Background: an optimization exercise with open tools, aiming at small area, a short achievable clock period and few clock cycles per item. Do not read the settings as production practice. No functional check of the RTL was part of any run shown here.

## flow/design.v (module list and top-level ports; edited modules follow where they fit)
// module mult: 2798 lines
// module mult_bsel: 10 lines
// module mult_fa: 10 lines
// module mult_ha: 9 lines
// module mult_gpnn: 8 lines
// module mult_gpnnx: 11 lines
// module mult_gpnp: 8 lines
// module mult_gppn: 8 lines
// module mult_gppp: 8 lines
// module mult_gpppx: 11 lines
module mult #(
    parameter int INPUT_WIDTH = 32,
    parameter bit IS_SIGNED   = 1'b0
) (
    input logic aclk,
    input logic arst_n,
    input  logic [              1:0] in_tvalid,
    output logic [              1:0] in_tready,
    input  logic [2*INPUT_WIDTH-1:0] in_tdata,
    output logic                     out_tvalid,
    input  logic                     out_tready,
    output logic [2*INPUT_WIDTH-1:0] out_tdata
);
  // ...
==> flow/flow/run.sh <==
#!/bin/bash
# The standard layout with four changes to how it is made:
#  - flow/downsize.tcl (before floorplan) sets every combinational cell to the
#    smallest drive strength of its function; the repair steps size up what
#    the placed loads and timing need,
#  - buffers that synthesis inserted are removed at floorplan (the repair
#    steps buffer the placed nets instead),
#  - the port buffers start as buf_1 (repair sizes them up where needed),
#  - the timing repair keeps SETUP_SLACK_MARGIN ns of setup slack, so it
#    aims below the clock period.
# make's output goes to flow_make.log; each ORFS step logs under orfs/logs.
set -euo pipefail
here=$(pwd)
bash standard.sh SETUP_SLACK_MARGIN=6.2 REMOVE_ABC_BUFFERS=1 \
  "BUFFER_PORTS_ARGS=-buffer_cell sky130_fd_sc_hd__buf_1" \
  PRE_FLOORPLAN_TCL="$here/flow/downsize.tcl" finish > flow_make.log 2>&1
==> flow/flow/downsize.tcl <==
# Before floorplan: give every combinational cell the smallest drive strength
# of its function, so that repair_design and repair_timing size up only the
# cells that the placed design's loads and timing need. Registers, clock
# buffers, tie cells and physical cells are left as synthesis made them.
set dont_use {}
if {[info exists ::env(DONT_USE_CELLS)]} { set dont_use $::env(DONT_USE_CELLS) }
set db [ord::get_db]
set smallest [dict create]
foreach lib [$db getLibs] {
  foreach m [$lib getMasters] {
    set n [$m getName]
    if {![regexp {^(sky130_fd_sc_hd__[a-z0-9]+)_([0-9]+)$} $n -> base drv]} { continue }
    set skip 0
    foreach pat $dont_use { if {[string match $pat $n]} { set skip 1 } }
    if {$skip} { continue }
    set area [expr {[$m getWidth] * [$m getHeight]}]
    if {![dict exists $smallest $base] || $area < [lindex [dict get $smallest $base] 1]} {
      dict set smallest $base [list $m $area]
    }
  }
}
set swapped 0
foreach inst [[ord::get_db_block] getInsts] {
  set m [$inst getMaster]
  set n [$m getName]
  if {![regexp {^(sky130_fd_sc_hd__([a-z0-9]+))_([0-9]+)$} $n -> base short drv]} { continue }
  if {[regexp {^(df|edf|sdf|dl|clk|conb|tap|fill|decap|diode|lpflow)} $short]} { continue }
  if {![dict exists $smallest $base]} { continue }
  set new [lindex [dict get $smallest $base] 0]
  if {$new ne $m && [$new getName] ne $n} {
    if {[$inst swapMaster $new]} { incr swapped }
  }
}
puts "downsize: $swapped cells set to their smallest drive strength"
==> flow/standard.sh <==
#!/bin/bash
# synth_recipe.tcl (not shown) runs the flow's synth.tcl, then flattens the netlist and writes it again
# the make line also repeats each setting of config.mk as NAME=value (left out here)
make -C /OpenROAD-flow-scripts/flow DESIGN_CONFIG=/design/flow/config.mk WORK_HOME=/design/flow/orfs CLKGATE_MAP_FILE= SYNTH_SCRIPT=/design/flow/synth_recipe.tcl "${@:-finish}"
==> flow/config.mk <==
export PLATFORM = sky130hd
export DESIGN_NAME = mult
export DESIGN_NICKNAME = mult
export VERILOG_FILES = /design/flow/design.v
export SDC_FILE = /design/flow/constraint.sdc
export NUM_CORES = 4
export LEC_CHECK = 0
export ABC_AREA = 0
export CAP_MARGIN = 20
export CORE_MARGIN = 2
export CORE_UTILIZATION = 55
export PLACE_DENSITY = 0.7
export SLEW_MARGIN = 20
export SYNTH_HIERARCHICAL = 1
==> flow/constraint.sdc <==
create_clock -name core_clock -period 11.0 [get_ports {aclk}]
set_input_delay 2.2000 -clock core_clock [delete_from_list [all_inputs] [get_ports {aclk}]]
set_output_delay 2.2000 -clock core_clock [all_outputs]
set_load 0.01 [all_outputs]
==> results.txt, run 1 <==
- Status: complete, no violations
- # rows: 82
- Largest net degree at the start of global routing: 81
- RR Startpoint: a[27]
- Max Slew Vio Count: 0
- All-Layer GR Usage: 37.9%
- M2 GR Usage: 58.5%
- Delay-heaviest family, CP: simple AND/OR/NAND/NOR gates
- Met3 Use GR: 12.6%
- Signal buf overhead: 7.97%
- Drt wl/cell: 29.3 µm
- IO buf count: 135
- Multi-input combinational area share: 71.5%
- Crit path time final: 5.39 ns
- Flop2flop setup slack: 6.27 ns
- Buf/Inv on CP: 3
- Biggest Area Class: multi-input combinational cells
- Inst Count DP: 3,350
- YS warnings: 7
- Max_cap viols: 0
- Worst min path class: flip-flop to flip-flop
- # Taps: 672
- Vias after detailed routing: 24,221
- TritonCTS buffer count: 17
- Clk_buf instances: 17
- GR peak layer: met2
==> run 2: changes to the inputs <==
--- a/flow/design.v
+++ b/flow/design.v
@@ -2788,17 +2788,35 @@
     assign hi_ones[56] = &hi_r[55:46];
     assign hi_ones[57] = &hi_r[56:46];
     assign hi_ones[58] = &hi_r[57:46];
     assign hi_ones[59] = &hi_r[58:46];
     assign hi_ones[60] = &hi_r[59:46];
     assign hi_ones[61] = &hi_r[60:46];
     assign hi_ones[62] = &hi_r[61:46];
     assign hi_ones[63] = &hi_r[62:46];
-    wire [63:46] hi_out = hi_r ^ ({18{mc}} & hi_ones);
+    wire [63:46] hi_out;
+    mult_inc u_inc46 (.h(hi_r[46]), .o(hi_ones[46]), .c(mc), .y(hi_out[46]));
+    mult_inc u_inc47 (.h(hi_r[47]), .o(hi_ones[47]), .c(mc), .y(hi_out[47]));
+    mult_inc u_inc48 (.h(hi_r[48]), .o(hi_ones[48]), .c(mc), .y(hi_out[48]));
+    mult_inc u_inc49 (.h(hi_r[49]), .o(hi_ones[49]), .c(mc), .y(hi_out[49]));
+    mult_inc u_inc50 (.h(hi_r[50]), .o(hi_ones[50]), .c(mc), .y(hi_out[50]));
+    mult_inc u_inc51 (.h(hi_r[51]), .o(hi_ones[51]), .c(mc), .y(hi_out[51]));
+    mult_inc u_inc52 (.h(hi_r[52]), .o(hi_ones[52]), .c(mc), .y(hi_out[52]));
+    mult_inc u_inc53 (.h(hi_r[53]), .o(hi_ones[53]), .c(mc), .y(hi_out[53]));
+    mult_inc u_inc54 (.h(hi_r[54]), .o(hi_ones[54]), .c(mc), .y(hi_out[54]));
+    mult_inc u_inc55 (.h(hi_r[55]), .o(hi_ones[55]), .c(mc), .y(hi_out[55]));
+    mult_inc u_inc56 (.h(hi_r[56]), .o(hi_ones[56]), .c(mc), .y(hi_out[56]));
+    mult_inc u_inc57 (.h(hi_r[57]), .o(hi_ones[57]), .c(mc), .y(hi_out[57]));
+    mult_inc u_inc58 (.h(hi_r[58]), .o(hi_ones[58]), .c(mc), .y(hi_out[58]));
+    mult_inc u_inc59 (.h(hi_r[59]), .o(hi_ones[59]), .c(mc), .y(hi_out[59]));
+    mult_inc u_inc60 (.h(hi_r[60]), .o(hi_ones[60]), .c(mc), .y(hi_out[60]));
+    mult_inc u_inc61 (.h(hi_r[61]), .o(hi_ones[61]), .c(mc), .y(hi_out[61]));
+    mult_inc u_inc62 (.h(hi_r[62]), .o(hi_ones[62]), .c(mc), .y(hi_out[62]));
+    mult_inc u_inc63 (.h(hi_r[63]), .o(hi_ones[63]), .c(mc), .y(hi_out[63]));
     assign out_tdata  = {hi_out[63], hi_out[62], hi_out[61], hi_out[60], hi_out[59], hi_out[58], hi_out[57], hi_out[56], hi_out[55], hi_out[54], hi_out[53], hi_out[52], hi_out[51], hi_out[50], hi_out[49], hi_out[48], hi_out[47], hi_out[46], (hap0_25 ^ ~hag5_1421), (hap0_24 ^ ~hag5_1420), (hap0_23 ^ ~hag5_1419), (hap0_22 ^ ~hag5_1418), (hap0_21 ^ ~hag5_1417), (hap0_20 ^ ~hag5_1416), (hap0_19 ^ ~hag5_1415), (hap0_18 ^ ~hag5_1414), (hap0_17 ^ ~hag5_1413), (hap0_16 ^ ~hag5_1412), (hap0_15 ^ hag4_1389), (hap0_14 ^ hag4_1388), (hap0_13 ^ hag4_1387), (hap0_12 ^ hag4_1386), (hap0_11 ^ hag4_1385), (hap0_10 ^ hag4_1384), (hap0_9 ^ hag4_1383), (hap0_8 ^ hag4_1382), (hap0_7 ^ ~hag3_1343), (hap0_6 ^ ~hag3_1342), (hap0_5 ^ ~hag3_1341), (hap0_4 ^ ~hag3_1340), (hap0_3 ^ hag2_1293), (hap0_2 ^ hag2_1292), (hap0_1 ^ ~hag1_1241), (hap0_0 ^ lc_r), lo_r};
 endmodule
 module mult_bsel (
     input  logic one,
     input  logic two,
     input  logic neg,
     input  logic a1,
     input  logic a0,
@@ -2811,16 +2829,24 @@
     input  logic b,
     input  logic c,
     output logic s,
     output logic co
 );
     assign s  = a ^ b ^ c;
     assign co = (a & b) | (a & c) | (b & c);
 endmodule
+module mult_inc (
+    input  logic h,
+    input  logic o,
+    input  logic c,
+    output logic y
+);
+    assign y = h ^ (c & o);
+endmodule
 module mult_ha (
     input  logic a,
     input  logic b,
     output logic s,
     output logic co
 );
     assign s  = a ^ b;
     assign co = a & b;
==> flow/config.mk (replaced) <==
export PLATFORM = sky130hd
export DESIGN_NAME = mult
export DESIGN_NICKNAME = mult
export VERILOG_FILES = /design/flow/design.v
export SDC_FILE = /design/flow/constraint.sdc
export NUM_CORES = 4
export LEC_CHECK = 0
export ABC_AREA = 0
export CAP_MARGIN = 20
export CORE_MARGIN = 2
export CORE_UTILIZATION = 45
export PLACE_DENSITY = 0.65
export SLEW_MARGIN = 20
export SYNTH_HIERARCHICAL = 1
==> results.txt, run 2 <==
- Max_cap viols: 0 (unchanged)
- RR Startpoint: one[7] (was a[27])
- Drt wl/cell: 28.1 µm (was 29.3 µm)
- Residual DRC count: 0 (unchanged)
- Biggest register: a (unchanged)
- Root Buffer: clkbuf_16 (unchanged)
- Worst r2r path cells: 11 (was 15)
- Clock skew: 0.0206 ns (was 0.0440 ns)
- Crit path time final: 4.98 ns (was 5.39 ns)
- CP Max Fanout: 3 (was 4)
- Fin. Hold Viols: 0 (unchanged)
- Status: complete, no violations (unchanged)
- Most frequent cells in the layout: 562 x xnor2_1, 466 x fa_1, 449 x a22oi_1 (was 554 x xnor2_1, 468 x a22oi_1, 465 x fa_1)
- Largest net degree at the start of global routing: 69 (was 81)
- YS warnings: 7 (unchanged)
- RSZ-0062 raised after global routing: true (unchanged)
- Critical path data arrival time: 2.78 ns (was 3.19 ns)
- CTS tree: yes (unchanged)
- Diode count: 0 (unchanged)
- WL final: 101,000 µm (about the same)
- HP Start: v1_r (unchanged)
- Worst Path Required: 8.80 ns (about the same)
- Number of global-route vias before repair: 25,552 (was 26,065)
- Die span in x: 254 µm (was 229 µm)
- Flop2flop setup slack: 6.23 ns (was 6.27 ns)
- Hold Path Sink: v2_r (was room_r)
- Post-Route Setup TNS: 0 ns (unchanged)
- Crit path launch: out_tready (was s_r[39])
- Setup WS pre-CTS: 5.15 ns (was 5.12 ns)
- Crit start category: input pin (was flip-flop)
- Max Slew Vio Count: 0 (unchanged)
- Mapped Cells: 2,482 (was 2,466)
- Max reg flops: 32 (unchanged)
- Worst min path class: flip-flop to flip-flop (unchanged)
- Worst-path clk slew: 0.07 ns (was 0.11 ns)
- Max H-tree Level: 4 (unchanged)
- IO buf count: 135 (unchanged)
- Setup slack after layout: 6.02 ns (was 5.61 ns)
- Hold Crit Depth: 1 (unchanged)
- First-pass GRT wire length: 151,000 µm (about the same)
- Actual slew at the worst max-slew pin: 0.972 ns (was 0.983 ns)
- Crit. End Element: primary output (unchanged)
- Top-Level Pins: 136 (unchanged)
- Core area: 61,600 µm² (was 50,200 µm²)
- Max Clk Rate: 201 MHz (was 185 MHz)
- Post-route ant nets: 0 (unchanged)
- Post-DP HPWL: 61,100 µm (was 61,000 µm)
- Final core utilization: 53.6% (was 66.7%)
- Most common cell after layout, fill and taps aside: xnor2_1 (unchanged)
- Layout net count: 3,391 (was 3,423)
- Reg-to-reg endpoint: c_r[30] (was hi_r[63])
- Tcrit/Tclk final: 45.3% (was 49.0%)
- Fraction of layout cells with a size suffix above 1: 13.0% (was 15.7%)
- Setup CP Type: input pin to primary output (was flip-flop to primary output)
- Die Span Y: 254 µm (was 229 µm)
- All-Layer GR Usage: 31.4% (was 37.9%)
- Largest regs: a: 32 flops, c_r: 26 flops, s_r: 26 flops (unchanged)
- DR iter-0 viols: 2,984 (was 3,435)
- TritonCTS buffer count: 17 (unchanged)
- Starting density of the core: 45.5% (was 55.7%)
- Fillers: 5,275 (was 3,793)
- Clk latency of the worst-skew pair: 0.50 ns (was 0.52 ns)
- GP Congestion: 0.948 (was 0.965)
- Max-slew headroom: 35.2% (was 34.4%)
- Area taken by multi-input logic gates: 23,700 µm² (was 23,900 µm²)
- Via density per instance: 6.56 (was 6.99)
- Setup violators final: 0 (unchanged)
- # rows: 91 (was 82)
- TritonCTS sink count: 174 (unchanged)
- Initial antenna violation count: 1 (was 2)
- Vias after detailed routing: 23,605 (was 24,221)
- Reg area: 5190 µm² (unchanged)
- Total grt overflow: 0 (unchanged)
- Total die area: 64,300 µm² (was 52,600 µm²)
- 1st-pass router iterations: 6 (was 12)
- Bufs on Longest Clock Path: 2 (unchanged)
==> run 2: cell count changes in the layout (fill, tap and decap cells not counted), sizes merged, moves of 4 or more <==
cell,before,now
xnor2,570,575
and2,32,39
xor2,52,48
buf,290,242
nand3,4,0
or2,0,4
and3,0,4
nand2,135,148
==> run 2: final cells by class <==
type | instances | share of cell area [%]
clock buffer | 17 | 1.29
clock inverter | 14 | 0.508
inverter | 56 | 0.656
multi-input combinational | 2247 | 71.9
sequential | 174 | 15.7
tap | 837 | 3.17
timing repair buffer | 252 | 6.77
==> run 2: critical path, stage by stage <==
cell and delay, ns:
buf_12 0.10, or2_4 0.23, and2_4 0.14, buf_6 0.11
==> run 2: through the flow <==
stage,instance area [µm²],hold WS [ns],cells
3_3_place_gp,30200,0.456,3528
3_5_place_dp,30200,0.479,3528
5_1_grt,33000,0.531,3597
6_report,33000,0.501,3597
2_1_floorplan,28000,0.440,2474
4_1_cts,31800,0.501,3573
==> run 2: how the worst max path moves through the flow <==
stage	end	slack, ns
3_3_place_gp	in_tready[0]	5.21
3_5_place_dp	in_tready[0]	5.15
5_1_grt	out_tdata[50]	5.90
4_1_cts	out_tdata[50]	5.96
6_report	in_tready[0]	6.02
2_1_floorplan	in_tready[0]	3.24
==> run 2: metal layers <==
| layer | routed length, µm | track usage, % | up-vias |
|---|---|---|---|
| met4 | 4780 | 15.5 | 2 |
| met1 | 37500 | 39.3 | 11835 |
| li1 | - | - | 9507 |
| met3 | 13500 | 9.76 | 380 |
| met5 | 12 | 0 | - |
| met2 | 45300 | 49.1 | 1881 |
==> run 2: what timing repair did <==
action	in CTS	in global routing
setup endpoints to repair	61	51
hold buffers	0	0
gates resized for setup	226	252
buffers inserted	11	20
cloned	3	4
pin swaps	10	35

-- separate check: timing with driven ports --
In the flow no input, the clock included, has a driving cell. The finished layouts below were timed again as built, in two steps.
Step 1 (the two cells are an assumption about what drives the block):
set clk [get_ports {aclk}]
set_driving_cell -lib_cell sky130_fd_sc_hd__clkbuf_16 $clk
set_driving_cell -lib_cell sky130_fd_sc_hd__buf_2 [delete_from_list [all_inputs] $clk]
Step 2 also shifts input and output timing later by t, the mid clock arrival at the registers, as if the neighbouring blocks saw the same clock.
Slacks: no drivers / after step 1 / after step 2; pairs: no drivers / after step 1.
run	t (ns)	setup WS [ns]	hold WS [ns]
run 1	0.558	5.608 / 5.550 / 6.108	0.506 / 0.506 / 0.506
run 2	0.554	6.016 / 5.965 / 5.965	0.501 / 0.501 / 0.501
After both steps setup and hold are still met in every run listed. The setup slack of run 2, which loses most, moves by -0.051 ns with the drivers and by -0.051 ns with both steps.
